This design comes from an exercise in tuning for small area, a short achievable clock period and few clock cycles per item on the open sky130 flow, not from production work.
At most, simulation tests tie the RTL to the original design; equivalence was not proved.
For runs 2 to 5, only the layout was checked, not whether the RTL still works.
Power is estimated from default activity; no workload was simulated.

==> design/flow/design.v <==
module cordic #(
    parameter int Width = 16
) (
    input  logic             clk_i,
    input  logic             rst_i,
    input  logic             start_cordic_i,
    input  logic [Width-1:0] x0_i,
    input  logic [Width-1:0] y0_i,
    input  logic [Width-1:0] z0_i,
    output logic [Width-1:0] xn_o,
    output logic [Width-1:0] yn_o,
    output logic [Width-1:0] zn_o,
    output logic             done_tick_cordic_o
);
  function automatic logic [15:0] atan(input logic [3:0] i);
    case (i)
      4'd0: atan = 16'h2D00;
      4'd1: atan = 16'h1A91;
      4'd2: atan = 16'h0E09;
      4'd3: atan = 16'h0720;
      4'd4: atan = 16'h0394;
      4'd5: atan = 16'h01CA;
      4'd6: atan = 16'h00E5;
      4'd7: atan = 16'h0073;
      4'd8: atan = 16'h0039;
      4'd9: atan = 16'h001D;
      4'd10: atan = 16'h000E;
      4'd11: atan = 16'h0007;
      4'd12: atan = 16'h0004;
      4'd13: atan = 16'h0002;
      4'd14: atan = 16'h0001;
      default: atan = 16'h0000;
    endcase
  endfunction
  function automatic logic [15:0] asr(input logic [15:0] v, input int k);
    for (int b = 0; b < 16; b++) asr[b] = (b + k > 15) ? v[15] : v[b + k];
  endfunction
  logic [15:0] x_q, y_q, z_q;
  logic        busy_q;   
  logic        done_q;
  logic neg;
  assign neg = z_q[15];
  logic [15:0] xi, yi;   
  assign xi = x_q;
  assign yi = y_q;
  logic [15:0] xs, ys, az;
  logic [3:0] lo_q, hi_q;
  logic       last;
  assign last = hi_q[3] & lo_q[2];
  logic [15:0] xl, yl;
  always_comb begin
    xl = 16'd0;
    yl = 16'd0;
    for (int i = 0; i < 4; i++) begin
      xl = xl | ({16{lo_q[i]}} & asr(xi, i));
      yl = yl | ({16{lo_q[i]}} & asr(yi, i));
    end
    xs = 16'd0;
    ys = 16'd0;
    for (int i = 0; i < 4; i++) begin
      xs = xs | ({16{hi_q[i]}} & asr(xl, (4 * i)));
      ys = ys | ({16{hi_q[i]}} & asr(yl, (4 * i)));
    end
    az = 16'd0;
    for (int i = 0; i < 15; i++) begin
      az = az | ({16{hi_q[i/4] & lo_q[i%4]}} & atan(i));
    end
  end
  logic [15:0] x_d, y_d, z_d, azi;
  logic        cx, cy, cz;
  assign cx  = ~neg & busy_q;
  assign cy  = neg & busy_q;
  assign cz  = ~neg & busy_q;
  assign azi = az ^ {16{~neg & busy_q}};
  logic [15:0] mxs, mys, xsi, ysi;
  assign mys = {16{cx}};
  assign mxs = {16{cy}};
  assign ysi = ys ^ mys;
  assign xsi = xs ^ mxs;
  logic [16:0] x_g0, x_p0;
  assign x_g0 = {x_q & ysi, cx};
  assign x_p0 = {x_q ^ ysi, 1'b0};
  logic x_g0_, x_p0_;
  assign x_g0_ = x_g0[1] | (x_p0[1] & x_g0[0]);
  assign x_p0_ = x_p0[1] & x_p0[0];
  logic x_g1_, x_p1_;
  assign x_g1_ = x_g0[3] | (x_p0[3] & x_g0[2]);
  assign x_p1_ = x_p0[3] & x_p0[2];
  logic x_g2_, x_p2_;
  assign x_g2_ = x_g0[5] | (x_p0[5] & x_g0[4]);
  assign x_p2_ = x_p0[5] & x_p0[4];
  logic x_g3_, x_p3_;
  assign x_g3_ = x_g0[7] | (x_p0[7] & x_g0[6]);
  assign x_p3_ = x_p0[7] & x_p0[6];
  logic x_g4_, x_p4_;
  assign x_g4_ = x_g0[9] | (x_p0[9] & x_g0[8]);
  assign x_p4_ = x_p0[9] & x_p0[8];
  logic x_g5_, x_p5_;
  assign x_g5_ = x_g0[11] | (x_p0[11] & x_g0[10]);
  assign x_p5_ = x_p0[11] & x_p0[10];
  logic x_g6_, x_p6_;
  assign x_g6_ = x_g0[13] | (x_p0[13] & x_g0[12]);
  assign x_p6_ = x_p0[13] & x_p0[12];
  logic x_g7_, x_p7_;
  assign x_g7_ = x_g0[15] | (x_p0[15] & x_g0[14]);
  assign x_p7_ = x_p0[15] & x_p0[14];
  logic x_g8_, x_p8_;
  assign x_g8_ = x_g0[2] | (x_p0[2] & x_g0_);
  assign x_p8_ = x_p0[2] & x_p0_;
  logic x_g9_, x_p9_;
  assign x_g9_ = x_g1_ | (x_p1_ & x_g0_);
  assign x_p9_ = x_p1_ & x_p0_;
  logic x_g10_, x_p10_;
  assign x_g10_ = x_g0[6] | (x_p0[6] & x_g2_);
  assign x_p10_ = x_p0[6] & x_p2_;
  logic x_g11_, x_p11_;
  assign x_g11_ = x_g3_ | (x_p3_ & x_g2_);
  assign x_p11_ = x_p3_ & x_p2_;
  logic x_g12_, x_p12_;
  assign x_g12_ = x_g0[10] | (x_p0[10] & x_g4_);
  assign x_p12_ = x_p0[10] & x_p4_;
  logic x_g13_, x_p13_;
  assign x_g13_ = x_g5_ | (x_p5_ & x_g4_);
  assign x_p13_ = x_p5_ & x_p4_;
  logic x_g14_, x_p14_;
  assign x_g14_ = x_g0[14] | (x_p0[14] & x_g6_);
  assign x_p14_ = x_p0[14] & x_p6_;
  logic x_g15_, x_p15_;
  assign x_g15_ = x_g7_ | (x_p7_ & x_g6_);
  assign x_p15_ = x_p7_ & x_p6_;
  logic x_g16_, x_p16_;
  assign x_g16_ = x_g0[4] | (x_p0[4] & x_g9_);
  assign x_p16_ = x_p0[4] & x_p9_;
  logic x_g17_, x_p17_;
  assign x_g17_ = x_g2_ | (x_p2_ & x_g9_);
  assign x_p17_ = x_p2_ & x_p9_;
  logic x_g18_, x_p18_;
  assign x_g18_ = x_g10_ | (x_p10_ & x_g9_);
  assign x_p18_ = x_p10_ & x_p9_;
  logic x_g19_, x_p19_;
  assign x_g19_ = x_g11_ | (x_p11_ & x_g9_);
  assign x_p19_ = x_p11_ & x_p9_;
  logic x_g20_, x_p20_;
  assign x_g20_ = x_g0[12] | (x_p0[12] & x_g13_);
  assign x_p20_ = x_p0[12] & x_p13_;
  logic x_g21_, x_p21_;
  assign x_g21_ = x_g6_ | (x_p6_ & x_g13_);
  assign x_p21_ = x_p6_ & x_p13_;
  logic x_g22_, x_p22_;
  assign x_g22_ = x_g14_ | (x_p14_ & x_g13_);
  assign x_p22_ = x_p14_ & x_p13_;
  logic x_g23_, x_p23_;
  assign x_g23_ = x_g15_ | (x_p15_ & x_g13_);
  assign x_p23_ = x_p15_ & x_p13_;
  logic x_g24_, x_p24_;
  assign x_g24_ = x_g0[8] | (x_p0[8] & x_g19_);
  assign x_p24_ = x_p0[8] & x_p19_;
  logic x_g25_, x_p25_;
  assign x_g25_ = x_g4_ | (x_p4_ & x_g19_);
  assign x_p25_ = x_p4_ & x_p19_;
  logic x_g26_, x_p26_;
  assign x_g26_ = x_g12_ | (x_p12_ & x_g19_);
  assign x_p26_ = x_p12_ & x_p19_;
  logic x_g27_, x_p27_;
  assign x_g27_ = x_g13_ | (x_p13_ & x_g19_);
  assign x_p27_ = x_p13_ & x_p19_;
  logic x_g28_, x_p28_;
  assign x_g28_ = x_g20_ | (x_p20_ & x_g19_);
  assign x_p28_ = x_p20_ & x_p19_;
  logic x_g29_, x_p29_;
  assign x_g29_ = x_g21_ | (x_p21_ & x_g19_);
  assign x_p29_ = x_p21_ & x_p19_;
  logic x_g30_, x_p30_;
  assign x_g30_ = x_g22_ | (x_p22_ & x_g19_);
  assign x_p30_ = x_p22_ & x_p19_;
  logic x_g31_, x_p31_;
  assign x_g31_ = x_g23_ | (x_p23_ & x_g19_);
  assign x_p31_ = x_p23_ & x_p19_;
  logic x_g32_, x_p32_;
  assign x_g32_ = x_g0[16] | (x_p0[16] & x_g31_);
  assign x_p32_ = x_p0[16] & x_p31_;
  assign x_d[0] = x_p0[1] ^ x_g0[0];
  assign x_d[1] = x_p0[2] ^ x_g0_;
  assign x_d[2] = x_p0[3] ^ x_g8_;
  assign x_d[3] = x_p0[4] ^ x_g9_;
  assign x_d[4] = x_p0[5] ^ x_g16_;
  assign x_d[5] = x_p0[6] ^ x_g17_;
  assign x_d[6] = x_p0[7] ^ x_g18_;
  assign x_d[7] = x_p0[8] ^ x_g19_;
  assign x_d[8] = x_p0[9] ^ x_g24_;
  assign x_d[9] = x_p0[10] ^ x_g25_;
  assign x_d[10] = x_p0[11] ^ x_g26_;
  assign x_d[11] = x_p0[12] ^ x_g27_;
  assign x_d[12] = x_p0[13] ^ x_g28_;
  assign x_d[13] = x_p0[14] ^ x_g29_;
  assign x_d[14] = x_p0[15] ^ x_g30_;
  assign x_d[15] = x_p0[16] ^ x_g31_;
  logic [16:0] y_g0, y_p0;
  assign y_g0 = {y_q & xsi, cy};
  assign y_p0 = {y_q ^ xsi, 1'b0};
  logic y_g0_, y_p0_;
  assign y_g0_ = y_g0[1] | (y_p0[1] & y_g0[0]);
  assign y_p0_ = y_p0[1] & y_p0[0];
  logic y_g1_, y_p1_;
  assign y_g1_ = y_g0[3] | (y_p0[3] & y_g0[2]);
  assign y_p1_ = y_p0[3] & y_p0[2];
  logic y_g2_, y_p2_;
  assign y_g2_ = y_g0[5] | (y_p0[5] & y_g0[4]);
  assign y_p2_ = y_p0[5] & y_p0[4];
  logic y_g3_, y_p3_;
  assign y_g3_ = y_g0[7] | (y_p0[7] & y_g0[6]);
  assign y_p3_ = y_p0[7] & y_p0[6];
  logic y_g4_, y_p4_;
  assign y_g4_ = y_g0[9] | (y_p0[9] & y_g0[8]);
  assign y_p4_ = y_p0[9] & y_p0[8];
  logic y_g5_, y_p5_;
  assign y_g5_ = y_g0[11] | (y_p0[11] & y_g0[10]);
  assign y_p5_ = y_p0[11] & y_p0[10];
  logic y_g6_, y_p6_;
  assign y_g6_ = y_g0[13] | (y_p0[13] & y_g0[12]);
  assign y_p6_ = y_p0[13] & y_p0[12];
  logic y_g7_, y_p7_;
  assign y_g7_ = y_g0[15] | (y_p0[15] & y_g0[14]);
  assign y_p7_ = y_p0[15] & y_p0[14];
  logic y_g8_, y_p8_;
  assign y_g8_ = y_g0[2] | (y_p0[2] & y_g0_);
  assign y_p8_ = y_p0[2] & y_p0_;
  logic y_g9_, y_p9_;
  assign y_g9_ = y_g1_ | (y_p1_ & y_g0_);
  assign y_p9_ = y_p1_ & y_p0_;
  logic y_g10_, y_p10_;
  assign y_g10_ = y_g0[6] | (y_p0[6] & y_g2_);
  assign y_p10_ = y_p0[6] & y_p2_;
  logic y_g11_, y_p11_;
  assign y_g11_ = y_g3_ | (y_p3_ & y_g2_);
  assign y_p11_ = y_p3_ & y_p2_;
  logic y_g12_, y_p12_;
  assign y_g12_ = y_g0[10] | (y_p0[10] & y_g4_);
  assign y_p12_ = y_p0[10] & y_p4_;
  logic y_g13_, y_p13_;
  assign y_g13_ = y_g5_ | (y_p5_ & y_g4_);
  assign y_p13_ = y_p5_ & y_p4_;
  logic y_g14_, y_p14_;
  assign y_g14_ = y_g0[14] | (y_p0[14] & y_g6_);
  assign y_p14_ = y_p0[14] & y_p6_;
  logic y_g15_, y_p15_;
  assign y_g15_ = y_g7_ | (y_p7_ & y_g6_);
  assign y_p15_ = y_p7_ & y_p6_;
  logic y_g16_, y_p16_;
  assign y_g16_ = y_g0[4] | (y_p0[4] & y_g9_);
  assign y_p16_ = y_p0[4] & y_p9_;
  logic y_g17_, y_p17_;
  assign y_g17_ = y_g2_ | (y_p2_ & y_g9_);
  assign y_p17_ = y_p2_ & y_p9_;
  logic y_g18_, y_p18_;
  assign y_g18_ = y_g10_ | (y_p10_ & y_g9_);
  assign y_p18_ = y_p10_ & y_p9_;
  logic y_g19_, y_p19_;
  assign y_g19_ = y_g11_ | (y_p11_ & y_g9_);
  assign y_p19_ = y_p11_ & y_p9_;
  logic y_g20_, y_p20_;
  assign y_g20_ = y_g0[12] | (y_p0[12] & y_g13_);
  assign y_p20_ = y_p0[12] & y_p13_;
  logic y_g21_, y_p21_;
  assign y_g21_ = y_g6_ | (y_p6_ & y_g13_);
  assign y_p21_ = y_p6_ & y_p13_;
  logic y_g22_, y_p22_;
  assign y_g22_ = y_g14_ | (y_p14_ & y_g13_);
  assign y_p22_ = y_p14_ & y_p13_;
  logic y_g23_, y_p23_;
  assign y_g23_ = y_g15_ | (y_p15_ & y_g13_);
  assign y_p23_ = y_p15_ & y_p13_;
  logic y_g24_, y_p24_;
  assign y_g24_ = y_g0[8] | (y_p0[8] & y_g19_);
  assign y_p24_ = y_p0[8] & y_p19_;
  logic y_g25_, y_p25_;
  assign y_g25_ = y_g4_ | (y_p4_ & y_g19_);
  assign y_p25_ = y_p4_ & y_p19_;
  logic y_g26_, y_p26_;
  assign y_g26_ = y_g12_ | (y_p12_ & y_g19_);
  assign y_p26_ = y_p12_ & y_p19_;
  logic y_g27_, y_p27_;
  assign y_g27_ = y_g13_ | (y_p13_ & y_g19_);
  assign y_p27_ = y_p13_ & y_p19_;
  logic y_g28_, y_p28_;
  assign y_g28_ = y_g20_ | (y_p20_ & y_g19_);
  assign y_p28_ = y_p20_ & y_p19_;
  logic y_g29_, y_p29_;
  assign y_g29_ = y_g21_ | (y_p21_ & y_g19_);
  assign y_p29_ = y_p21_ & y_p19_;
  logic y_g30_, y_p30_;
  assign y_g30_ = y_g22_ | (y_p22_ & y_g19_);
  assign y_p30_ = y_p22_ & y_p19_;
  logic y_g31_, y_p31_;
  assign y_g31_ = y_g23_ | (y_p23_ & y_g19_);
  assign y_p31_ = y_p23_ & y_p19_;
  logic y_g32_, y_p32_;
  assign y_g32_ = y_g0[16] | (y_p0[16] & y_g31_);
  assign y_p32_ = y_p0[16] & y_p31_;
  assign y_d[0] = y_p0[1] ^ y_g0[0];
  assign y_d[1] = y_p0[2] ^ y_g0_;
  assign y_d[2] = y_p0[3] ^ y_g8_;
  assign y_d[3] = y_p0[4] ^ y_g9_;
  assign y_d[4] = y_p0[5] ^ y_g16_;
  assign y_d[5] = y_p0[6] ^ y_g17_;
  assign y_d[6] = y_p0[7] ^ y_g18_;
  assign y_d[7] = y_p0[8] ^ y_g19_;
  assign y_d[8] = y_p0[9] ^ y_g24_;
  assign y_d[9] = y_p0[10] ^ y_g25_;
  assign y_d[10] = y_p0[11] ^ y_g26_;
  assign y_d[11] = y_p0[12] ^ y_g27_;
  assign y_d[12] = y_p0[13] ^ y_g28_;
  assign y_d[13] = y_p0[14] ^ y_g29_;
  assign y_d[14] = y_p0[15] ^ y_g30_;
  assign y_d[15] = y_p0[16] ^ y_g31_;
  logic [16:0] z_g0, z_p0;
  assign z_g0 = {z_q & azi, cz};
  assign z_p0 = {z_q ^ azi, 1'b0};
  logic z_g0_, z_p0_;
  assign z_g0_ = z_g0[1] | (z_p0[1] & z_g0[0]);
  assign z_p0_ = z_p0[1] & z_p0[0];
  logic z_g1_, z_p1_;
  assign z_g1_ = z_g0[3] | (z_p0[3] & z_g0[2]);
  assign z_p1_ = z_p0[3] & z_p0[2];
  logic z_g2_, z_p2_;
  assign z_g2_ = z_g0[5] | (z_p0[5] & z_g0[4]);
  assign z_p2_ = z_p0[5] & z_p0[4];
  logic z_g3_, z_p3_;
  assign z_g3_ = z_g0[7] | (z_p0[7] & z_g0[6]);
  assign z_p3_ = z_p0[7] & z_p0[6];
  logic z_g4_, z_p4_;
  assign z_g4_ = z_g0[9] | (z_p0[9] & z_g0[8]);
  assign z_p4_ = z_p0[9] & z_p0[8];
  logic z_g5_, z_p5_;
  assign z_g5_ = z_g0[11] | (z_p0[11] & z_g0[10]);
  assign z_p5_ = z_p0[11] & z_p0[10];
  logic z_g6_, z_p6_;
  assign z_g6_ = z_g0[13] | (z_p0[13] & z_g0[12]);
  assign z_p6_ = z_p0[13] & z_p0[12];
  logic z_g7_, z_p7_;
  assign z_g7_ = z_g0[15] | (z_p0[15] & z_g0[14]);
  assign z_p7_ = z_p0[15] & z_p0[14];
  logic z_g8_, z_p8_;
  assign z_g8_ = z_g1_ | (z_p1_ & z_g0_);
  assign z_p8_ = z_p1_ & z_p0_;
  logic z_g9_, z_p9_;
  assign z_g9_ = z_g3_ | (z_p3_ & z_g2_);
  assign z_p9_ = z_p3_ & z_p2_;
  logic z_g10_, z_p10_;
  assign z_g10_ = z_g5_ | (z_p5_ & z_g4_);
  assign z_p10_ = z_p5_ & z_p4_;
  logic z_g11_, z_p11_;
  assign z_g11_ = z_g7_ | (z_p7_ & z_g6_);
  assign z_p11_ = z_p7_ & z_p6_;
  logic z_g12_, z_p12_;
  assign z_g12_ = z_g9_ | (z_p9_ & z_g8_);
  assign z_p12_ = z_p9_ & z_p8_;
  logic z_g13_, z_p13_;
  assign z_g13_ = z_g11_ | (z_p11_ & z_g10_);
  assign z_p13_ = z_p11_ & z_p10_;
  logic z_g14_, z_p14_;
  assign z_g14_ = z_g13_ | (z_p13_ & z_g12_);
  assign z_p14_ = z_p13_ & z_p12_;
  logic z_g15_, z_p15_;
  assign z_g15_ = z_g10_ | (z_p10_ & z_g12_);
  assign z_p15_ = z_p10_ & z_p12_;
  logic z_g16_, z_p16_;
  assign z_g16_ = z_g2_ | (z_p2_ & z_g8_);
  assign z_p16_ = z_p2_ & z_p8_;
  logic z_g17_, z_p17_;
  assign z_g17_ = z_g4_ | (z_p4_ & z_g12_);
  assign z_p17_ = z_p4_ & z_p12_;
  logic z_g18_, z_p18_;
  assign z_g18_ = z_g6_ | (z_p6_ & z_g15_);
  assign z_p18_ = z_p6_ & z_p15_;
  logic z_g19_, z_p19_;
  assign z_g19_ = z_g0[2] | (z_p0[2] & z_g0_);
  assign z_p19_ = z_p0[2] & z_p0_;
  logic z_g20_, z_p20_;
  assign z_g20_ = z_g0[4] | (z_p0[4] & z_g8_);
  assign z_p20_ = z_p0[4] & z_p8_;
  logic z_g21_, z_p21_;
  assign z_g21_ = z_g0[6] | (z_p0[6] & z_g16_);
  assign z_p21_ = z_p0[6] & z_p16_;
  logic z_g22_, z_p22_;
  assign z_g22_ = z_g0[8] | (z_p0[8] & z_g12_);
  assign z_p22_ = z_p0[8] & z_p12_;
  logic z_g23_, z_p23_;
  assign z_g23_ = z_g0[10] | (z_p0[10] & z_g17_);
  assign z_p23_ = z_p0[10] & z_p17_;
  logic z_g24_, z_p24_;
  assign z_g24_ = z_g0[12] | (z_p0[12] & z_g15_);
  assign z_p24_ = z_p0[12] & z_p15_;
  logic z_g25_, z_p25_;
  assign z_g25_ = z_g0[14] | (z_p0[14] & z_g18_);
  assign z_p25_ = z_p0[14] & z_p18_;
  logic z_g26_, z_p26_;
  assign z_g26_ = z_g0[16] | (z_p0[16] & z_g14_);
  assign z_p26_ = z_p0[16] & z_p14_;
  assign z_d[0] = z_p0[1] ^ z_g0[0];
  assign z_d[1] = z_p0[2] ^ z_g0_;
  assign z_d[2] = z_p0[3] ^ z_g19_;
  assign z_d[3] = z_p0[4] ^ z_g8_;
  assign z_d[4] = z_p0[5] ^ z_g20_;
  assign z_d[5] = z_p0[6] ^ z_g16_;
  assign z_d[6] = z_p0[7] ^ z_g21_;
  assign z_d[7] = z_p0[8] ^ z_g12_;
  assign z_d[8] = z_p0[9] ^ z_g22_;
  assign z_d[9] = z_p0[10] ^ z_g17_;
  assign z_d[10] = z_p0[11] ^ z_g23_;
  assign z_d[11] = z_p0[12] ^ z_g15_;
  assign z_d[12] = z_p0[13] ^ z_g24_;
  assign z_d[13] = z_p0[14] ^ z_g18_;
  assign z_d[14] = z_p0[15] ^ z_g25_;
  assign z_d[15] = z_p0[16] ^ z_g14_;
  always_ff @(posedge clk_i) begin
    if (start_cordic_i) begin
      x_q <= x0_i;
      y_q <= y0_i;
      z_q <= z0_i;
    end else begin
      x_q <= x_d;
      y_q <= y_d;
      z_q <= z_d;
    end
  end
  always_ff @(posedge clk_i, posedge rst_i) begin
    if (rst_i) begin
      busy_q <= 1'b0;
      done_q <= 1'b0;
    end else begin
      busy_q <= start_cordic_i || (busy_q && !last);
      done_q <= busy_q && last && !start_cordic_i;
    end
  end
  always_ff @(posedge clk_i) begin
    if (start_cordic_i) begin
      lo_q <= 4'd1;
      hi_q <= 4'd1;
    end else if (!busy_q || last) begin
      lo_q <= 4'd0;
      hi_q <= 4'd0;
    end else begin
      lo_q <= {lo_q[2:0], lo_q[3]};
      if (lo_q[3]) hi_q <= {hi_q[2:0], 1'b0};
    end
  end
  assign xn_o = x_q;
  assign yn_o = y_q;
  assign zn_o = z_q;
  assign done_tick_cordic_o = done_q;
endmodule
==> design/flow/flow/run.sh <==
#!/bin/bash
# The standard layout (the standard.sh), with two changes:
#  - synthesis maps additions to ordinary logic cells (ADDER_MAP_FILE empty,
#    so Yosys does not extract full/half-adder cells); registers are unchanged;
#  - the port buffers that placement inserts are the smallest buffer cell,
#    sky130_fd_sc_hd__buf_1, instead of the one OpenROAD picks by default.
#    Every input and output port still gets its buffer.
# Full output in standard.log.
set -euo pipefail
export ADDER_MAP_FILE=
export BUFFER_PORTS_ARGS="-buffer_cell sky130_fd_sc_hd__buf_1"
bash standard.sh > standard.log 2>&1
==> design/flow/standard.sh <==
#!/bin/bash
# synth_recipe.tcl (not shown) runs the flow's synth.tcl, then flattens the netlist and writes it again
# the make line also repeats each setting of config.mk as NAME=value (left out here)
make -C /OpenROAD-flow-scripts/flow DESIGN_CONFIG=/design/flow/config.mk WORK_HOME=/design/flow/orfs CLKGATE_MAP_FILE= SYNTH_SCRIPT=/design/flow/synth_recipe.tcl "${@:-finish}"
==> design/flow/config.mk <==
export PLATFORM = sky130hd
export DESIGN_NAME = cordic
export DESIGN_NICKNAME = cordic
export VERILOG_FILES = /design/flow/design.v
export SDC_FILE = /design/flow/constraint.sdc
export NUM_CORES = 4
export LEC_CHECK = 0
export ABC_AREA = 1
export CAP_MARGIN = 20
export CORE_MARGIN = 2
export CORE_UTILIZATION = 60
export SETUP_SLACK_MARGIN = 2.6
export SLEW_MARGIN = 20
==> design/flow/constraint.sdc <==
create_clock -name core_clock -period 5.5 [get_ports {clk_i}]
set_input_delay 1.1000 -clock core_clock [delete_from_list [all_inputs] [get_ports {clk_i}]]
set_output_delay 1.1000 -clock core_clock [all_outputs]
set_load 0.01 [all_outputs]
==> reports/summary.txt, run 1 <==
Post-Layout Cell Count -> 1501
RSZ-0062 raised after global routing -> yes
relative slew slack -> 35.9%
H-Tree Depth -> 3
Worst Setup SP -> hi_q[0]
routability cong. -> 0.948
syn_area_per_cell -> 5.21 sq um
worst reg-to-reg path cell count -> 18
switching power -> 2830 uW
Worst Hold Class -> register to register
Final WS setup -> 2.88 ns
WP depth -> 18
first drt pass iteration count -> 8
met1 usage -> 46.9%
number of global-route vias before repair -> 6538
top cells by area, synth -> nand2_1 (30%), dfxtp_1 (17%), nand3_1 (10%)
Ys Warns -> 1
Post-DRT Antenna Nets -> 0
Root Driver -> clkbuf_8
# placed instances -> 1475
clock buffer depth -> 2
CTS tree -> done
nets@finish -> 1407
Die Y -> 109 um
Seq/Total Area, Yosys -> 17.6%
DRC viols -> 0
largest net degree at the start of global routing -> 47
worst skew pair latency -> 0.36 ns
delay-heaviest family, CP -> simple AND/OR/NAND/NOR gates
Global Route met3 Usage -> 3.50%
Max-Cap Viols -> 0
first-pass GRT wire length -> 30.3 mm
cts bufs inserted -> 9
core area -> 10800 sq um
CP Capture Type -> register
Post-Syn Area -> 6660 sq um
die footprint -> 12000 sq um
Seq pwr share -> 18.7%
max-slew violations -> 0
Hold Path Depth -> 2
CP max stage cell -> dfxtp_2
async set-reset flop share out of synthesis -> 3.45%
Area Overhead vs Synth -> 9.53%
CP most frequent cell -> nand2_1
Max stage delay on crit path -> 0.66 ns
Gate power share -> 72.1%
crit path time final -> 2.62 ns
Diodes inserted -> 0
FF-to-FF End -> z_q[15]
final instance area -> 7290 sq um
DP Worst Slack -> 2.31 ns
port bufs -> 99
period utilisation layout -> 47.6%
Cell Chain, Critical Path -> nand2_1 > nand2_1 > nor2_1 > xor2_1 > or2_1 > nand2_1 > nor2_1 > inv_1 > nor2_1 > nand2_1 > nand2_1 > nand2_1 > nand2_2 > nand2_1 > nand2_1 > nand2_1 > nand3_1 > nand2_1
All-Layer GR Usage -> 31.6%
layout cell share with drive strength beyond 1 -> 9.77%
Setup TNS Final -> 0 ns
Peak supply drop -> 385 uV
Total Wirelength -> 18.4 mm
Final Skew -> 0.00650 ns
P_leak -> 0.00412 uW
Synth top cells by count -> nand2_1 (536), nand3_1 (138), nor2_1 (138)
count leader, synth -> nand2_1
crit path launch type -> register
Most used DFF post-synth -> dfxtp_1
Max Fclk -> 382 MHz
die width -> 109 um
Synth area leader -> nand2_1
Placed Area -> 6940 sq um
I/O pins -> 100
crit path DAT -> 2.88 ns
crit-path max FO -> 22
CTS Sinks -> 58
Mapped Cells -> 1278
EDFF count, synth -> 0
met2 usage -> 48.0%
area share of the largest cell type after synthesis -> 30.2%
worst slew pin tran -> 0.962 ns
Starting DRT DRC Count -> 861
Overflow after GRT -> 0
switching share of power -> 57.2%
Syn Nets -> 1329
Worst Hold End -> z_q[0]
hold path startpoint -> z_q[0]
Most Used Layer, Global Route -> met2
final hold vios -> 0
num rows -> 38
Worst-path clk slew -> 0.07 ns
initial antenna violation count -> 0
critical path class -> register to register
initial core utilization -> 61.4%
Post-DP HPWL -> 13.7 mm
drt wl/cell -> 12.3 um
setup violators final -> 0
Avg Vias per Cell -> 5.16
status -> timing/DRC/antenna clean
R2R Setup Slk -> 2.88 ns
count of cell types in the netlist -> 43
Clock Power Share -> 9.3%
Synth Register Bits -> 58
via count -> 7742
internal power -> 2110 uW
power per cell area -> 678 nW/um^2
Critical R2R Launch -> hi_q[0]
total power -> 4950 uW
WP data required -> 5.76 ns
crit path buf inv count -> 1
-- metrics by stage --
stage | hold slack (ns) | utilization [%]
4_1_cts | 0.529 | 66.2
6_report | 0.531 | 67.3
5_1_grt | 0.551 | 67.3
2_1_floorplan | 0.514 | -
3_5_place_dp | 0.519 | 64.0
3_3_place_gp | 0.517 | 64.0
-- how the worst max path moves through the flow --
stage                         end
after floorplan            x_q[0]
after global placement     z_q[8]
after detailed placement   z_q[8]
after CTS                 z_q[14]
after global routing      z_q[15]
final                     z_q[15]
-- cell families (layout without fill, tap and decap cells) --
family                    count (synthesis)  in the layout  synth area share [%]
xor gates and xnor gates                 19             19                  2.50
AOI/OAI and AO/OA                       113            113                  9.71
buffers and inverters                   189            271                  12.5
and+or+nand+nor                         899            900                  57.7
DFF                                      58             58                  17.6
-- final cells by class --
type	count	area, sq um
Clock inverter	5	77.6
Multi-Input combinational cell	1032	4670
Fill cell	1150	3550
Clock buffer	11	141
Timing Repair Buffer	111	483
Sequential cell	58	1190
Inverter	144	556
Tap cell	140	175
-- metal layers --
metal  up-vias  share of wire [%]
met5         -                  0
met4         0                2.0
met3        30                7.6
met2       291                 40
met1      3270                 51
li1       4151                  -
-- what timing repair did --
action,in CTS,in global routing
gates resized for setup,5,18
endpoints found under the setup margin,29,33
cloned,1,0
hold buffers,0,0
buffers inserted,0,9
pin swaps,1,1
-- layout by cell type (no fill, tap or decap), types with 4 or more instances in the layout --
master | netlist | final
a21boi_0 | 5 | 5
a21oi_1 | 30 | 30
a21oi_2 | 4 | 4
a31oi_1 | 8 | 8
buf_1 | 1 | 98
buf_4 | 3 | 9
clkbuf_8 | 0 | 10
dfxtp_1 | 56 | 48
dfxtp_4 | 0 | 5
inv_1 | 121 | 118
inv_2 | 22 | 21
nand2_1 | 536 | 536
nand2_2 | 29 | 29
nand3_1 | 138 | 138
nand3_2 | 7 | 7
nand3b_1 | 4 | 4
nand4_1 | 12 | 12
nor2_1 | 138 | 137
nor2_2 | 14 | 16
nor3_1 | 4 | 4
o21ai_0 | 26 | 26
o21ai_1 | 26 | 26
o21ai_2 | 4 | 4
or2_1 | 4 | 4
xnor2_1 | 4 | 4
xor2_1 | 15 | 15
-- power groups by stage --
stage | Sequential, uW | Combinational, uW | Clock (uW)
after floorplan | 881 | 2810 | 0
after global placement | 913 | 3410 | 0
after detailed placement | 914 | 3450 | 0
after CTS | 911 | 3480 | 469
after global routing | 951 | 4130 | 485
final | 923 | 3560 | 458
-- sequential cells by signal (all words and copies together), names as in the netlist --
signal and flops:
x_q 16, busy_q 1, z_q 16, hi_q 4
done_q 1, y_q 16, lo_q 4
-- tightest hold or removal path: cells and delay by family (launching register included) --
family	cells	cell delay, ns
simple gates	1	0.08
compound gates	1	0.07
flops	1	0.33
Testbench counts, summed over its fixed seeds: cycles 8,200, items 512.
==> run 2: changes to the inputs <==
--- a/design/flow/design.v
+++ b/design/flow/design.v
@@ -46,4 +46,5 @@
   logic [15:0] xs, ys, az;
   logic [3:0] lo_q, hi_q;
+  logic [3:0] loy_q, hiy_q;   
   logic       last;
   assign last = hi_q[3] & lo_q[2];
@@ -54,5 +55,5 @@
     for (int i = 0; i < 4; i++) begin
       xl = xl | ({16{lo_q[i]}} & asr(xi, i));
-      yl = yl | ({16{lo_q[i]}} & asr(yi, i));
+      yl = yl | ({16{loy_q[i]}} & asr(yi, i));
     end
     xs = 16'd0;
@@ -60,5 +61,5 @@
     for (int i = 0; i < 4; i++) begin
       xs = xs | ({16{hi_q[i]}} & asr(xl, (4 * i)));
-      ys = ys | ({16{hi_q[i]}} & asr(yl, (4 * i)));
+      ys = ys | ({16{hiy_q[i]}} & asr(yl, (4 * i)));
     end
     az = 16'd0;
@@ -446,4 +447,16 @@
     end
   end
+  always_ff @(posedge clk_i) begin
+    if (start_cordic_i) begin
+      loy_q <= 4'd1;
+      hiy_q <= 4'd1;
+    end else if (!busy_q || (hiy_q[3] & loy_q[2])) begin
+      loy_q <= 4'd0;
+      hiy_q <= 4'd0;
+    end else begin
+      loy_q <= {loy_q[2:0], loy_q[3]};
+      if (loy_q[3]) hiy_q <= {hiy_q[2:0], 1'b0};
+    end
+  end
   assign xn_o = x_q;
   assign yn_o = y_q;
==> reports/summary.txt, run 2 <==
initial antenna violation count -> 0 (unchanged)
layout cell share with drive strength beyond 1 -> 9.83% (was 9.77%)
biggest registers after layout -> x_q: 16 flops, y_q: 16 flops, z_q: 16 flops (unchanged)
Post-Syn Area -> 6960 sq um (was 6660 sq um)
number of global-route vias before repair -> 6843 (was 6538)
RSZ-0062 raised after global routing -> no (was yes)
DRC viols -> 0 (unchanged)
power per cell area -> 675 nW/um^2 (was 678 nW/um^2)
CTS Sinks -> 66 (was 58)
Cell Chain, Critical Path -> inv_1 > nand2_4 > inv_8 > o21ai_1 > nand3_1 > nand3_1 > nor2_1 > nor2_1 > nand2_1 > nand2_1 > nand2_1 > nand2_2 > nand2_2 > nand2_1 > nand3_1 > nand3_1 > nand2_1 (was nand2_1 > nand2_1 > nor2_1 > xor2_1 > or2_1 > nand2_1 > nor2_1 > inv_1 > nor2_1 > nand2_1 > nand2_1 > nand2_1 > nand2_2 > nand2_1 > nand2_1 > nand2_1 > nand3_1 > nand2_1)
H-Tree Depth -> 3 (unchanged)
Core Util, Final -> 66.8% (was 67.3%)
P_leak -> 0.00412 uW (about the same)
Worst-path clk slew -> 0.06 ns (was 0.07 ns)
Setup TNS Final -> 0 ns (unchanged)
crit path DAT -> 2.85 ns (was 2.88 ns)
most frequent cells in the layout -> nand2_1 (452), nor2_1 (160), nand3_1 (147) (was nand2_1 (536), nand3_1 (138), nor2_1 (137))
R2R Setup Slk -> 2.89 ns (was 2.88 ns)
worst skew pair latency -> 0.35 ns (was 0.36 ns)
first-pass GRT wire length -> 32.1 mm (was 30.3 mm)
area share of the largest cell type after synthesis -> 24.4% (was 30.2%)
delay-heaviest family, CP -> simple AND/OR/NAND/NOR gates (unchanged)
Root Driver -> clkbuf_16 (was clkbuf_8)
DP Worst Slack -> 2.39 ns (was 2.31 ns)
Post-DRT Antenna Nets -> 0 (unchanged)
setup violators final -> 0 (unchanged)
Die Y -> 112 um (was 109 um)
CTS tree -> done (unchanged)
crit path launch type -> register (unchanged)
first drt pass iteration count -> 6 (was 8)
max-slew violations -> 0 (unchanged)
Synth top cells by count -> nand2_1 (453), nor2_1 (160), nand3_1 (147) (was nand2_1 (536), nand3_1 (138), nor2_1 (138))
Diodes inserted -> 0 (unchanged)
syn_area_per_cell -> 5.41 sq um (was 5.21 sq um)
Most used DFF post-synth -> dfxtp_1 (unchanged)
Final WS setup -> 2.89 ns (was 2.88 ns)
Multi-input gate area -> 4800 sq um (was 4670 sq um)
Sequential Area -> 1340 sq um (was 1190 sq um)
top cells by area, synth -> nand2_1 (24%), dfxtp_1 (18%), nand3_1 (11%) (was nand2_1 (30%), dfxtp_1 (17%), nand3_1 (10%))
WP data required -> 5.74 ns (was 5.76 ns)
Hold Path Depth -> 2 (unchanged)
Seq/Total Area, Yosys -> 19.1% (was 17.6%)
final hold vios -> 0 (unchanged)
Starting DRT DRC Count -> 733 (was 861)
via count -> 7895 (was 7742)
Peak supply drop -> 406 uV (was 385 uV)
Post-DP HPWL -> 14.7 mm (was 13.7 mm)
core area -> 11400 sq um (was 10800 sq um)
port bufs -> 99 (unchanged)
nets@finish -> 1411 (was 1407)
Synth area leader -> nand2_1 (unchanged)
period utilisation layout -> 47.4% (was 47.6%)
cts bufs inserted -> 9 (unchanged)
Gate power share -> 69.2% (was 72.1%)
crit path time final -> 2.61 ns (was 2.62 ns)
async set-reset flop share out of synthesis -> 3.03% (was 3.45%)
Overflow after GRT -> 0 (unchanged)
num rows -> 39 (was 38)
most common cell after layout, fill and taps aside -> nand2_1 (unchanged)
die footprint -> 12500 sq um (was 12000 sq um)
Setup Buffers After CTS -> 0 (unchanged)
Final Skew -> 0.00700 ns (was 0.00650 ns)
WHS -> 0.515 ns (was 0.531 ns)
worst reg-to-reg path cell count -> 17 (was 18)
crit-path max FO -> 36 (was 22)
CP max stage cell -> dfxtp_1 (was dfxtp_2)
internal power -> 2280 uW (was 2110 uW)
hold path startpoint -> z_q[0] (unchanged)
Worst Hold Class -> register to register (unchanged)
Syn Nets -> 1337 (was 1329)
clock buffer depth -> 2 (unchanged)
routability cong. -> 0.974 (was 0.948)
count of cell types in the netlist -> 43 (unchanged)
Synth Register Bits -> 66 (was 58)
relative slew slack -> 49.9% (was 35.9%)
worst slew pin tran -> 0.748 ns (was 0.962 ns)
All-Layer GR Usage -> 31.0% (was 31.6%)
Ys Warns -> 1 (unchanged)
crit path buf inv count -> 2 (was 1)
WP depth -> 17 (was 18)
CP Capture Type -> register (unchanged)
largest net degree at the start of global routing -> 48 (was 47)
count leader, synth -> nand2_1 (unchanged)
FF-to-FF End -> z_q[15] (unchanged)
critical path class -> register to register (unchanged)
die width -> 112 um (was 109 um)
switching share of power -> 55.6% (was 57.2%)
Max-Cap Viols -> 0 (unchanged)
FILL cells -> 1186 (was 1150)
CP most frequent cell -> nand2_1 (unchanged)
Critical R2R Launch -> z_q[15] (was hi_q[0])
total power -> 5120 uW (was 4950 uW)
Clock Power Share -> 12.1% (was 9.3%)
EDFF count, synth -> 0 (unchanged)
status -> timing/DRC/antenna clean (unchanged)
Worst Hold End -> z_q[0] (unchanged)
initial core utilization -> 61.2% (was 61.4%)
Mapped Cells -> 1286 (was 1278)
Avg Vias per Cell -> 5.24 (was 5.16)
switching power -> 2850 uW (was 2830 uW)
Max stage delay on crit path -> 0.42 ns (was 0.66 ns)
Max Fclk -> 383 MHz (was 382 MHz)
Area Overhead vs Synth -> 9.15% (was 9.53%)
I/O pins -> 100 (unchanged)
Seq pwr share -> 18.6% (was 18.7%)
drt wl/cell -> 12.7 um (was 12.3 um)
Total Wirelength -> 19.2 mm (was 18.4 mm)
run 2: cell types whose count changed after synthesis, moves of 4 or more:
cell     change
nand2_1     -83
a21oi_1      -5
nand2_2     +12
nor3_1       +6
o21ai_1      -7
dfxtp_1      +8
nand3_1      +9
inv_2       -10
buf_4        +4
o21ai_0     +38
inv_1       +15
nor2_1      +22
nor2_2       +5
buf_2       -11
run 2: worst max path at each step:
stage	start	end	slack [ns]
2_1_floorplan	busy_q	z_q[15]	3.48
3_3_place_gp	busy_q	y_q[14]	2.48
3_5_place_dp	busy_q	y_q[14]	2.39
4_1_cts	busy_q	y_q[14]	2.66
5_1_grt	busy_q	z_q[10]	2.60
6_report	z_q[15]	z_q[15]	2.89
run 2: final cells by class:
cell class	count	area share (%)
tap	143	2.36
clock buffer	11	3.20
multi-input combinational	1030	63.1
clock inverter	3	0.857
timing repair buffer	101	5.11
sequential	66	17.6
inverter	152	7.73
run 2: metal layers:
layer	share of wire, %	GRT usage, %	wire length, um	up-vias
li1	-	-	-	4198
met2	41	46.7	7930	321
met3	7.0	4.30	1340	40
met1	49	44.2	9310	3336
met5	0	0	0	-
met4	3.1	13.5	595	0
run 2: repair_timing:
action / in CTS / in global routing
resized for setup: 1 / 12
gates cloned: 0 / 0
endpoints found under the setup margin: 11 / 29
hold buffers: 0 / 0
pin swaps: 0 / 0
run 2: kinds of logic (layout without fill, tap and decap cells):
family / Yosys count / after routing / share of synthesized area, %
buf+inv: 190 / 267 / 12.0
compound gates: 144 / 144 / 11.9
xor+xnor: 21 / 21 / 2.64
simple gates: 865 / 865 / 54.3
flops: 66 / 66 / 19.1
run 2: power groups by stage:
stage / clock, uW / sequential, uW / combinational, uW
after CTS: 633 / 945 / 3520
final: 620 / 956 / 3550
after floorplan: 0 / 935 / 2810
after detailed placement: 0 / 954 / 3490
after global routing: 651 / 979 / 4080
after global placement: 0 / 953 / 3450
run 2: worst min-delay path, delay by kind of cell (launching register included):
kind               cells  cell delay [ns]
DFF                    1             0.32
AOI/OAI and AO/OA      1             0.07
and+or+nand+nor        1             0.08
run 2: stage by stage:
stage / area [sq um] / std cells
global route: 7600 / 1506
finish: 7600 / 1506
floorplan: 6960 / 1286
detailed placement: 7270 / 1492
CTS: 7580 / 1506
global placement: 7270 / 1492
==> run 3: changes to the inputs <==
--- a/design/flow/design.v
+++ b/design/flow/design.v
@@ -44,4 +44,5 @@
   assign xi = x_q;
   assign yi = y_q;
+  logic negx_q, posy_q;
   logic [15:0] xs, ys, az;
   logic [3:0] lo_q, hi_q;
@@ -70,6 +71,6 @@
   logic [15:0] x_d, y_d, z_d, azi;
   logic        cx, cy, cz;
-  assign cx  = ~neg & busy_q;
-  assign cy  = neg & busy_q;
+  assign cx  = ~negx_q & busy_q;
+  assign cy  = ~posy_q & busy_q;
   assign cz  = ~neg & busy_q;
   assign azi = az ^ {16{~neg & busy_q}};
@@ -420,43 +421,47 @@
       y_q <= y0_i;
       z_q <= z0_i;
+      negx_q <= z0_i[15];
+      posy_q <= ~z0_i[15];
     end else begin
       x_q <= x_d;
       y_q <= y_d;
       z_q <= z_d;
+      negx_q <= z_d[15] & busy_q;   
+      posy_q <= ~z_d[15];
     end
   end
   always_ff @(posedge clk_i, posedge rst_i) begin
     if (rst_i) begin
+      lo_q   <= 4'd0;
+      hi_q   <= 4'd0;
+      loy_q  <= 4'd0;
+      hiy_q  <= 4'd0;
       busy_q <= 1'b0;
       done_q <= 1'b0;
     end else begin
+      if (start_cordic_i) begin
+        lo_q <= 4'd1;
+        hi_q <= 4'd1;
+      end else if (last) begin
+        lo_q <= 4'd0;
+        hi_q <= 4'd0;
+      end else begin
+        lo_q <= {lo_q[2:0], lo_q[3]};
+        if (lo_q[3]) hi_q <= {hi_q[2:0], 1'b0};
+      end
+      if (start_cordic_i) begin
+        loy_q <= 4'd1;
+        hiy_q <= 4'd1;
+      end else if (!busy_q || last) begin
+        loy_q <= 4'd0;
+        hiy_q <= 4'd0;
+      end else begin
+        loy_q <= {loy_q[2:0], loy_q[3]};
+        if (loy_q[3]) hiy_q <= {hiy_q[2:0], 1'b0};
+      end
       busy_q <= start_cordic_i || (busy_q && !last);
       done_q <= busy_q && last && !start_cordic_i;
     end
   end
-  always_ff @(posedge clk_i) begin
-    if (start_cordic_i) begin
-      lo_q <= 4'd1;
-      hi_q <= 4'd1;
-    end else if (!busy_q || last) begin
-      lo_q <= 4'd0;
-      hi_q <= 4'd0;
-    end else begin
-      lo_q <= {lo_q[2:0], lo_q[3]};
-      if (lo_q[3]) hi_q <= {hi_q[2:0], 1'b0};
-    end
-  end
-  always_ff @(posedge clk_i) begin
-    if (start_cordic_i) begin
-      loy_q <= 4'd1;
-      hiy_q <= 4'd1;
-    end else if (!busy_q || (hiy_q[3] & loy_q[2])) begin
-      loy_q <= 4'd0;
-      hiy_q <= 4'd0;
-    end else begin
-      loy_q <= {loy_q[2:0], loy_q[3]};
-      if (loy_q[3]) hiy_q <= {hiy_q[2:0], 1'b0};
-    end
-  end
   assign xn_o = x_q;
   assign yn_o = y_q;
==> reports/summary.txt, run 3 <==
worst reg-to-reg path cell count -> 19 (was 17)
via count -> 8046 (was 7895)
status -> timing/DRC/antenna clean (unchanged)
Post-DP HPWL -> 14.9 mm (was 14.7 mm)
EDFF count, synth -> 0 (unchanged)
cts bufs inserted -> 9 (unchanged)
Max-Cap Viols -> 0 (unchanged)
Seq pwr share -> 18.9% (was 18.6%)
Diodes inserted -> 0 (unchanged)
WP data required -> 5.74 ns (about the same)
Total Wirelength -> 19.6 mm (was 19.2 mm)
Gate power share -> 68.5% (was 69.2%)
period utilisation layout -> 48.3% (was 47.4%)
most common cell after layout, fill and taps aside -> nand2_1 (unchanged)
async set-reset flop share out of synthesis -> 26.5% (was 3.03%)
Worst Hold Class -> register to register (unchanged)
crit path DAT -> 2.90 ns (was 2.85 ns)
first drt pass iteration count -> 6 (unchanged)
area share of the largest cell type after synthesis -> 26.4% (was 24.4%)
Worst-path clk slew -> 0.06 ns (about the same)
Synth area leader -> nand2_1 (unchanged)
CP max stage cell -> dfrtp_1 (was dfxtp_1)
Syn Nets -> 1354 (was 1337)
H-Tree Depth -> 3 (unchanged)
count of cell types in the netlist -> 45 (was 43)
Hold Path Depth -> 2 (unchanged)
port bufs -> 99 (unchanged)
Post-Syn Area -> 7040 sq um (was 6960 sq um)
Starting DRT DRC Count -> 735 (was 733)
Ys Warns -> 1 (unchanged)
most frequent cells in the layout -> nand2_1 (495), nand3_1 (150), nor2_1 (148) (was nand2_1 (452), nor2_1 (160), nand3_1 (147))
initial core utilization -> 61.7% (was 61.2%)
crit path time final -> 2.66 ns (was 2.61 ns)
Final Skew -> 0.00624 ns (was 0.00700 ns)
core area -> 11400 sq um (about the same)
Clock Power Share -> 12.6% (was 12.1%)
final hold vios -> 0 (unchanged)
Mapped Cells -> 1303 (was 1286)
drt wl/cell -> 12.8 um (was 12.7 um)
CTS tree -> done (unchanged)
Overflow after GRT -> 0 (unchanged)
Peak supply drop -> 434 uV (was 406 uV)
RSZ-0062 raised after global routing -> no (unchanged)
switching power -> 2870 uW (was 2850 uW)
Die Y -> 112 um (about the same)
nets@finish -> 1431 (was 1411)
die width -> 112 um (about the same)
Most used DFF post-synth -> dfxtp_1 (unchanged)
DRC viols -> 0 (unchanged)
Max stage delay on crit path -> 0.63 ns (was 0.42 ns)
Max Fclk -> 377 MHz (was 383 MHz)
crit path launch type -> register (unchanged)
Synth Register Bits -> 68 (was 66)
All-Layer GR Usage -> 31.0% (about the same)
clock buffer depth -> 2 (unchanged)
number of global-route vias before repair -> 6860 (was 6843)
Seq/Total Area, Yosys -> 20.6% (was 19.1%)
initial antenna violation count -> 0 (unchanged)
Post-DRT Antenna Nets -> 0 (unchanged)
switching share of power -> 55.5% (was 55.6%)
top cells by area, synth -> nand2_1 (26%), dfxtp_1 (14%), nand3_1 (11%) (was nand2_1 (24%), dfxtp_1 (18%), nand3_1 (11%))
I/O pins -> 100 (unchanged)
Setup TNS Final -> 0 ns (unchanged)
CP most frequent cell -> nand2_1 (unchanged)
Root Driver -> clkbuf_16 (unchanged)
internal power -> 2300 uW (was 2280 uW)
crit-path max FO -> 11 (was 36)
Avg Vias per Cell -> 5.27 (was 5.24)
relative slew slack -> 31.7% (was 49.9%)
CP Capture Type -> register (unchanged)
R2R Setup Slk -> 2.84 ns (was 2.89 ns)
worst skew pair latency -> 0.35 ns (about the same)
Area Overhead vs Synth -> 9.41% (was 9.15%)
first-pass GRT wire length -> 32.5 mm (was 32.1 mm)
worst slew pin tran -> 1.02 ns (was 0.748 ns)
CTS Sinks -> 68 (was 66)
setup violators final -> 0 (unchanged)
power per cell area -> 671 nW/um^2 (was 675 nW/um^2)
Post-CTS Hold Buffers -> 0 (unchanged)
syn_area_per_cell -> 5.41 sq um (about the same)
layout cell share with drive strength beyond 1 -> 8.74% (was 9.83%)
largest net degree at the start of global routing -> 59 (was 48)
P_leak -> 0.00427 uW (was 0.00412 uW)
Synth top cells by count -> nand2_1 (495), nand3_1 (150), nor2_1 (148) (was nand2_1 (453), nor2_1 (160), nand3_1 (147))
max-slew violations -> 0 (unchanged)
critical path class -> register to register (unchanged)
routability cong. -> 0.945 (was 0.974)
Cell Chain, Critical Path -> nand2_1 > nand2_1 > nor2_1 > nand2_1 > nand2_1 > nand2_1 > nand2_1 > nand2_1 > nand2_1 > nor2_1 > nand2_1 > nand2_1 > nand2_1 > o21bai_2 > nand2_1 > nand2_1 > nand2_1 > nand3_1 > nand2_1 (was inv_1 > nand2_4 > inv_8 > o21ai_1 > nand3_1 > nand3_1 > nor2_1 > nor2_1 > nand2_1 > nand2_1 > nand2_1 > nand2_2 > nand2_2 > nand2_1 > nand3_1 > nand3_1 > nand2_1)
die footprint -> 12600 sq um (was 12500 sq um)
count leader, synth -> nand2_1 (unchanged)
num rows -> 39 (unchanged)
total power -> 5170 uW (was 5120 uW)
biggest registers after layout -> x_q: 16 flops, y_q: 16 flops, z_q: 16 flops (unchanged)
[run 3: layout make-up]
cell class | instances | area, sq um
clock inverters | 4 | 72.6
inverters | 160 | 612
flip-flops and latches | 68 | 1460
clock buffers | 12 | 246
well taps | 143 | 179
multi-input cells | 1040 | 4750
fillers | 1180 | 3710
repair buffers | 101 | 388
[run 3: cells by family (layout without fill, tap and decap cells)]
kind of cell / after synthesis / after routing / share of synthesized area [%]
xor+xnor: 15 / 15 / 1.87
simple gates: 886 / 886 / 54.1
buf+inv: 195 / 277 / 12.1
compound gates: 139 / 139 / 11.4
flops: 68 / 68 / 20.6
[run 3: worst paths after layout]
kind | from | endpoint
worst max-delay path | hi_q[1] | z_q[10]
worst min-delay path | x_q[0] | x_q[0]
worst max register to register | hi_q[1] | z_q[10]
worst min register to register | x_q[0] | x_q[0]
max in group asynchronous | rst_i | loy_q[1]
min in group asynchronous | rst_i | hi_q[1]
[run 3: per-layer routing]
| metal | vias to the layer above | wire length, um | track usage [%] |
|---|---|---|---|
| met5 | - | 0 | 0 |
| met4 | 0 | 393 | 10.3 |
| met3 | 26 | 1200 | 4.10 |
| met2 | 284 | 7930 | 44.7 |
| met1 | 3461 | 10000 | 47.5 |
| li1 | 4275 | - | - |
[run 3: through the flow]
step	instances	hold WS [ns]	setup WS, ns	util, %	instance area [sq um]
final	1528	0.515	2.84	67.5	7710
after global routing	1528	0.556	2.62	67.5	7710
after CTS	1528	0.519	2.80	67.4	7690
after detailed placement	1512	0.511	2.61	64.6	7370
after global placement	1512	0.513	2.63	64.6	7370
after floorplan	1303	0.513	3.44	-	7040
[run 3: repair_timing]
item | 4_1_cts | 5_1_grt
gates resized for setup | 0 | 9
setup buffers | 0 | 0
endpoints found under the setup margin | 0 | 22
[run 3: power groups by stage]
stage | clock network, uW | logic, uW | registers, uW
after floorplan | 0 | 2800 | 962
after global placement | 0 | 3440 | 973
after detailed placement | 0 | 3480 | 975
after CTS | 656 | 3510 | 964
after global routing | 671 | 4080 | 1000
final | 653 | 3540 | 975
[run 3: critical path, delay by kind of cell (launching register included)]
kind               cells  cell delay (ns)
and+or+nand+nor       18             1.73
AOI/OAI and AO/OA      1             0.17
DFF                    1             0.63
==> run 4: changes to the inputs <==
--- a/design/flow/design.v
+++ b/design/flow/design.v
@@ -42,7 +42,7 @@
   assign neg = z_q[15];
   logic [15:0] xi, yi;   
-  assign xi = x_q;
-  assign yi = y_q;
   logic negx_q, posy_q;
+  assign xi = x_q ^ {16{~posy_q}};
+  assign yi = y_q ^ {16{~negx_q}};
   logic [15:0] xs, ys, az;
   logic [3:0] lo_q, hi_q;
@@ -75,12 +75,7 @@
   assign cz  = ~neg & busy_q;
   assign azi = az ^ {16{~neg & busy_q}};
-  logic [15:0] mxs, mys, xsi, ysi;
-  assign mys = {16{cx}};
-  assign mxs = {16{cy}};
-  assign ysi = ys ^ mys;
-  assign xsi = xs ^ mxs;
   logic [16:0] x_g0, x_p0;
-  assign x_g0 = {x_q & ysi, cx};
-  assign x_p0 = {x_q ^ ysi, 1'b0};
+  assign x_g0 = {x_q & ys, cx};
+  assign x_p0 = {x_q ^ ys, 1'b0};
   logic x_g0_, x_p0_;
   assign x_g0_ = x_g0[1] | (x_p0[1] & x_g0[0]);
@@ -199,6 +194,6 @@
   assign x_d[15] = x_p0[16] ^ x_g31_;
   logic [16:0] y_g0, y_p0;
-  assign y_g0 = {y_q & xsi, cy};
-  assign y_p0 = {y_q ^ xsi, 1'b0};
+  assign y_g0 = {y_q & xs, cy};
+  assign y_p0 = {y_q ^ xs, 1'b0};
   logic y_g0_, y_p0_;
   assign y_g0_ = y_g0[1] | (y_p0[1] & y_g0[0]);
--- a/design/flow/config.mk
+++ b/design/flow/config.mk
@@ -9,5 +9,5 @@
 export CAP_MARGIN = 20
 export CORE_MARGIN = 2
-export CORE_UTILIZATION = 60
+export CORE_UTILIZATION = 40
 export SETUP_SLACK_MARGIN = 2.6
 export SLEW_MARGIN = 20
==> reports/summary.txt, run 4 <==
DR top layer -> met4 (unchanged)
Peak supply drop -> 267 uV (was 434 uV)
EDFF count, synth -> 0 (unchanged)
Synth area leader -> nand2_1 (unchanged)
port bufs -> 99 (unchanged)
period utilisation layout -> 47.9% (was 48.3%)
drt wl/cell -> 13.8 um (was 12.8 um)
die footprint -> 18300 sq um (was 12600 sq um)
RSZ-0062 raised after global routing -> yes (was no)
Final Skew -> 0.00956 ns (was 0.00624 ns)
Synth top cells by count -> nand2_1 (521), nand3_1 (182), inv_1 (168) (was nand2_1 (495), nand3_1 (150), nor2_1 (148))
wl on met1 -> 11.2 mm (was 10.0 mm)
Avg Vias per Cell -> 5.04 (was 5.27)
Diodes inserted -> 0 (unchanged)
syn_area_per_cell -> 5.25 sq um (was 5.41 sq um)
H-Tree Depth -> 3 (unchanged)
setup violators final -> 0 (unchanged)
largest net degree at the start of global routing -> 61 (was 59)
Worst-path clk slew -> 0.06 ns (about the same)
Max Fclk -> 380 MHz (was 377 MHz)
count leader, synth -> nand2_1 (unchanged)
Post-Syn Area -> 6910 sq um (was 7040 sq um)
initial antenna violation count -> 0 (unchanged)
Worst Hold Class -> register to register (unchanged)
DP Worst Slack -> 2.52 ns (was 2.61 ns)
Ys Warns -> 1 (unchanged)
Die Y -> 135 um (was 112 um)
number of global-route vias before repair -> 7253 (was 6860)
nets@finish -> 1454 (was 1431)
Most used DFF post-synth -> dfxtp_1 (unchanged)
switching share of power -> 56.1% (was 55.5%)
Overflow after GRT -> 0 (unchanged)
Gate power share -> 69.7% (was 68.5%)
Root Driver -> clkbuf_16 (unchanged)
relative slew slack -> 50.1% (was 31.7%)
final hold vios -> 0 (unchanged)
Placed Area -> 7380 sq um (was 7370 sq um)
switching power -> 2930 uW (was 2870 uW)
worst skew pair latency -> 0.36 ns (was 0.35 ns)
status -> timing/DRC/antenna clean (unchanged)
Setup TNS Final -> 0 ns (unchanged)
Post-DP HPWL -> 17.5 mm (was 14.9 mm)
power per cell area -> 667 nW/um^2 (was 671 nW/um^2)
Mapped Cells -> 1316 (was 1303)
initial core utilization -> 40.4% (was 61.7%)
die width -> 135 um (was 112 um)
crit path launch type -> register (unchanged)
cts bufs inserted -> 9 (unchanged)
Area Overhead vs Synth -> 13.4% (was 9.41%)
DRC viols -> 0 (unchanged)
max-slew violations -> 0 (unchanged)
biggest registers after layout -> x_q: 16 flops, y_q: 16 flops, z_q: 16 flops (unchanged)
WHS -> 0.491 ns (was 0.515 ns)
num rows -> 48 (was 39)
Seq pwr share -> 18.9% (about the same)
Syn Nets -> 1367 (was 1354)
worst reg-to-reg path cell count -> 16 (was 19)
count of cell types in the netlist -> 39 (was 45)
FILL cells -> 1983 (was 1180)
Post-DRT Antenna Nets -> 0 (unchanged)
critical path class -> register to register (unchanged)
Starting DRT DRC Count -> 666 (was 735)
first-pass GRT wire length -> 36.0 mm (was 32.5 mm)
worst slew pin tran -> 0.748 ns (was 1.02 ns)
Synth Register Bits -> 68 (unchanged)
Total Wirelength -> 22.5 mm (was 19.6 mm)
most frequent cells in the layout -> nand2_1 (518), nand3_1 (181), inv_1 (167) (was nand2_1 (495), nand3_1 (150), nor2_1 (148))
Max-Cap Viols -> 0 (unchanged)
async set-reset flop share out of synthesis -> 26.5% (unchanged)
CTS Sinks -> 68 (unchanged)
routability cong. -> 0.930 (was 0.945)
area share of the largest cell type after synthesis -> 28.3% (was 26.4%)
All-Layer GR Usage -> 24.7% (was 31.0%)
CP Capture Type -> register (unchanged)
first drt pass iteration count -> 5 (was 6)
I/O pins -> 100 (unchanged)
internal power -> 2290 uW (was 2300 uW)
Final WS setup -> 2.87 ns (was 2.84 ns)
crit path DAT -> 2.89 ns (was 2.90 ns)
Hold Path Depth -> 2 (unchanged)
DR WL met2 -> 9.51 mm (was 7.93 mm)
CTS tree -> done (unchanged)
metal3 WL -> 1.31 mm (was 1.20 mm)
final instance area -> 7840 sq um (was 7710 sq um)
crit-path max FO -> 15 (was 11)
P_leak -> 0.00441 uW (was 0.00427 uW)
top cells by area, synth -> nand2_1 (28%), dfxtp_1 (14%), nand3_1 (13%) (was nand2_1 (26%), dfxtp_1 (14%), nand3_1 (11%))
Clock Power Share -> 11.4% (was 12.6%)
via count -> 8232 (was 8046)
Seq/Total Area, Yosys -> 21.0% (was 20.6%)
total power -> 5230 uW (was 5170 uW)
WP data required -> 5.75 ns (was 5.74 ns)
crit path time final -> 2.63 ns (was 2.66 ns)
layout cell share with drive strength beyond 1 -> 5.47% (was 8.74%)
core area -> 17100 sq um (was 11400 sq um)
most common cell after layout, fill and taps aside -> nand2_1 (unchanged)
clock buffer depth -> 2 (unchanged)
[run 4: cell count changes after synthesis, moves of 8 or more]
cell     previous run  this run
nand3_1           150       182
inv_1             138       168
nand2_1           495       521
nor2_2             24         3
nand2_2            25        10
o21ai_1            24        10
inv_2              17         4
xnor2_1             2        10
[run 4: stage by stage]
stage | std cells | utilization [%]
after global placement | 1606 | 43.1
after detailed placement | 1606 | 43.1
after global routing | 1633 | 45.8
after floorplan | 1316 | -
final | 1633 | 45.8
after CTS | 1622 | 44.8
[run 4: worst max-delay path: stages (launching register included)]
cell and delay (ns):
dfrtp_1 0.57, inv_1 0.20, nand4_1 0.10, nand2_1 0.12, inv_1 0.09, o21ai_2 0.13, nand2_1 0.12, o21ai_1 0.20
nand2_1 0.15, nor2_1 0.18, nand3_1 0.09, nand2_1 0.18, a21boi_0 0.15, nand2_1 0.09, nand2_1 0.05, nand3_1 0.06
nand2_1 0.06
[run 4: path summary, 6_finish.rpt]
kind                            to     start  slack, ns
setup reg to reg           x_q[13]  loy_q[1]       2.87
hold reg to reg             z_q[0]    z_q[0]       0.49
max in group asynchronous  lo_q[0]     rst_i       4.11
min in group asynchronous  lo_q[3]     rst_i       0.84
setup / recovery           x_q[13]  loy_q[1]       2.87
hold / removal              z_q[0]    z_q[0]       0.49
[run 4: power by group through the flow]
| stage | logic, uW | registers, uW | clock network [uW] |
|---|---|---|---|
| after detailed placement | 3470 | 997 | 0 |
| after floorplan | 2700 | 955 | 0 |
| after CTS | 3500 | 989 | 610 |
| final | 3640 | 986 | 598 |
| after global routing | 4200 | 1010 | 627 |
| after global placement | 3440 | 997 | 0 |
[run 4: layout make-up]
| cell class | instances | area (sq um) | share of cell area [%] |
|---|---|---|---|
| timing repair buffer | 113 | 494 | 6.30 |
| tap | 225 | 282 | 3.59 |
| clock buffer | 12 | 236 | 3.02 |
| inverter | 174 | 669 | 8.54 |
| multi-input combinational | 1037 | 4640 | 59.2 |
| sequential | 68 | 1470 | 18.7 |
| clock inverter | 4 | 51.3 | 0.654 |
[run 4: logic make-up after synthesis]
group / count (synthesis) / synth area share (%)
XOR/XNOR: 27 / 3.42
buffers and inverters: 211 / 12.5
AND/OR/NAND/NOR: 899 / 54.0
flip-flops: 68 / 21.0
AO/OA/AOI/OAI: 111 / 9.07
[run 4: routing by layer]
layer / GRT usage, % / vias to the layer above
li1: - / 4303
met1: 36.1 / 3643
met2: 37.5 / 259
met3: 3.70 / 27
met4: 7.52 / 0
met5: 0 / -
[run 4: timing repair]
action | in CTS | in global routing
hold buffers | 0 | 0
resized for setup | 1 | 37
buffers inserted | 0 | 11
pin swaps | 0 | 1
setup endpoints to repair | 9 | 29
==> run 5: changes to the inputs <==
--- a/design/flow/config.mk
+++ b/design/flow/config.mk
@@ -10,4 +10,4 @@
 export CORE_MARGIN = 2
 export CORE_UTILIZATION = 40
-export SETUP_SLACK_MARGIN = 2.6
+export SETUP_SLACK_MARGIN = 2.9
 export SLEW_MARGIN = 20
==> reports/summary.txt, run 5 <==
biggest registers after layout -> x_q: 16 flops, y_q: 16 flops, z_q: 16 flops (unchanged)
Global Route met3 Usage -> 3.70% (unchanged)
period utilisation layout -> 45.5% (was 47.9%)
Final Skew -> 0.0128 ns (was 0.00956 ns)
Max-Cap Viols -> 0 (unchanged)
drt wl/cell -> 14.2 um (was 13.8 um)
number of global-route vias before repair -> 7296 (was 7253)
Multi-input gate area -> 5340 sq um (was 4640 sq um)
H-Tree Depth -> 3 (unchanged)
initial core utilization -> 40.4% (unchanged)
Most Used Layer, Global Route -> met2 (unchanged)
CTS Sinks -> 68 (unchanged)
nets@finish -> 1497 (was 1454)
Syn Nets -> 1367 (unchanged)
DP Worst Slack -> 2.52 ns (unchanged)
WP data required -> 5.75 ns (about the same)
clock buffer depth -> 2 (unchanged)
Max Fclk -> 399 MHz (was 380 MHz)
count leader, synth -> nand2_1 (unchanged)
worst skew pair latency -> 0.36 ns (about the same)
core area -> 17100 sq um (unchanged)
CP max stage cell -> dfrtp_4 (was dfrtp_1)
first drt pass iteration count -> 5 (unchanged)
Setup TNS Final -> 0 ns (unchanged)
Root Driver -> clkbuf_16 (unchanged)
Diodes inserted -> 0 (unchanged)
Overflow after GRT -> 0 (unchanged)
total power -> 6010 uW (was 5230 uW)
routability cong. -> 0.930 (unchanged)
switching share of power -> 55.7% (was 56.1%)
Gate power share -> 73.1% (was 69.7%)
status -> timing/DRC/antenna clean (unchanged)
Total Wirelength -> 23.8 mm (was 22.5 mm)
async set-reset flop share out of synthesis -> 26.5% (unchanged)
crit path launch type -> register (unchanged)
crit-path max FO -> 8 (was 15)
port bufs -> 99 (unchanged)
# placed instances -> 1606 (unchanged)
initial antenna violation count -> 0 (unchanged)
most frequent cells in the layout -> nand2_1 (424), nand3_1 (167), inv_1 (157) (was nand2_1 (518), nand3_1 (181), inv_1 (167))
power per cell area -> 669 nW/um^2 (was 667 nW/um^2)
layout cell share with drive strength beyond 1 -> 21.7% (was 5.47%)
via count -> 8607 (was 8232)
relative slew slack -> 49.3% (was 50.1%)
Core Util, Final -> 52.5% (was 45.8%)
Worst-path clk slew -> 0.06 ns (about the same)
internal power -> 2670 uW (was 2290 uW)
I/O pins -> 100 (unchanged)
top cells by area, synth -> nand2_1 (28%), dfxtp_1 (14%), nand3_1 (13%) (unchanged)
Cell Chain, Critical Path -> buf_6 > buf_6 > nand3_1 > nand2_2 > nor2_4 > nor2_1 > nor2_1 > nand2_1 > nand2_2 > nand2_2 > nor2_2 > nand2_1 > nand2_2 > nand2_4 > nand2_8 > nand2_4 > buf_4 > nand3_1 > nand2_1 (was inv_1 > nand4_1 > nand2_1 > inv_1 > o21ai_2 > nand2_1 > o21ai_1 > nand2_1 > nor2_1 > nand3_1 > nand2_1 > a21boi_0 > nand2_1 > nand2_1 > nand3_1 > nand2_1)
Post-Layout Cell Count -> 1676 (was 1633)
Mapped Cells -> 1316 (unchanged)
Starting DRT DRC Count -> 681 (was 666)
Seq/Total Area, Yosys -> 21.0% (unchanged)
CTS tree -> done (unchanged)
crit path time final -> 2.50 ns (was 2.63 ns)
Peak supply drop -> 347 uV (was 267 uV)
Synth Register Bits -> 68 (unchanged)
hold path startpoint -> z_q[0] (unchanged)
switching power -> 3350 uW (was 2930 uW)
Critical R2R Launch -> lo_q[0] (was loy_q[1])
RSZ-0062 raised after global routing -> yes (unchanged)
Synth top cells by count -> nand2_1 (521), nand3_1 (182), inv_1 (168) (unchanged)
max-slew violations -> 0 (unchanged)
All-Layer GR Usage -> 24.8% (was 24.7%)
Post-DRT Antenna Nets -> 0 (unchanged)
worst slew pin tran -> 0.760 ns (was 0.748 ns)
count of cell types in the netlist -> 39 (unchanged)
Ys Warns -> 1 (unchanged)
met2 usage -> 37.8% (was 37.5%)
critical path class -> register to register (unchanged)
-- run 5: cell families after synthesis --
| group | share of synthesized area (%) |
|---|---|
| AOI/OAI and AO/OA | 9.07 |
| DFF | 21.0 |
| and+or+nand+nor | 54.0 |
| xor gates and xnor gates | 3.42 |
| buffers and inverters | 12.5 |
-- run 5: power by group through the flow --
stage / logic, uW / registers [uW] / clock network, uW
finish: 4390 / 1020 / 599
global route: 4940 / 1040 / 627
CTS: 3520 / 994 / 610
detailed placement: 3470 / 997 / 0
global placement: 3440 / 997 / 0
floorplan: 2700 / 955 / 0
-- run 5: per-stage QoR --
step | hold slack (ns) | cell area, sq um
finish | 0.490 | 8980
global route | 0.525 | 8980
CTS | 0.490 | 7710
detailed placement | 0.482 | 7380
global placement | 0.482 | 7380
floorplan | 0.502 | 6910
-- run 5: final timing paths --
kind | endpoint | slack, ns | cells after the start
worst max-delay path | y_q[7] | 3.00 | 19
worst min-delay path | z_q[0] | 0.49 | 2
worst max register to register | y_q[7] | 3.00 | 19
worst min register to register | z_q[0] | 0.49 | 2
max in group asynchronous | hi_q[0] | 4.09 | 2
min in group asynchronous | lo_q[3] | 0.84 | 2
-- run 5: area by class of cell --
type                       instances  area share (%)
clock buffer                      12            2.63
tap                              225            3.13
clock inverter                     4           0.571
sequential                        68            16.5
inverter                         174            7.71
timing repair buffer             156            9.97
multi-input combinational       1037            59.5
-- run 5: metal layers --
metal,routed length (um),share of wire [%]
met1,11200,47
met2,10600,44
met3,1680,7.0
met4,398,1.7
met5,0,0
-- run 5: worst max-delay path, delay by kind of cell, from the launching register on --
family	cells	cell delay [ns]
and+or+nand+nor	16	1.42
DFF	1	0.54
buffers and inverters	3	0.41
-- run 5: what timing repair did --
| action | CTS | global route |
|---|---|---|
| endpoints found under the setup margin | 31 | 33 |
| resized for setup | 22 | 271 |
| pin swaps | 0 | 79 |
| setup buffers | 0 | 52 |
| cloned | 0 | 2 |
| hold buffers | 0 | 0 |

[what the ideal ports hide]
Ports are ideal in the flow. The routed layouts listed here were re-timed in OpenROAD. Step 1 assumes that a clkbuf_16 drives the clock port and a buf_2 every other input. Step 2 also shifts input and output timing later by t, the mid clock arrival at the registers, as if the neighbouring blocks saw the same clock. a / b / c = no drivers / after step 1 / after step 2; a / b = the first two.
| run | t (ns) | setup slack, ns |
|---|---|---|
| run 1 | 0.393 | 2.881 / 2.881 / 2.539 |
| run 2 | 0.382 | 2.890 / 2.890 / 2.634 |
| run 3 | 0.390 | 2.844 / 2.844 / 2.610 |
| run 4 | 0.399 | 2.865 / 2.865 / 2.865 |
| run 5 | 0.400 | 2.995 / 2.995 / 2.953 |
After both steps every run listed still meets setup and hold.
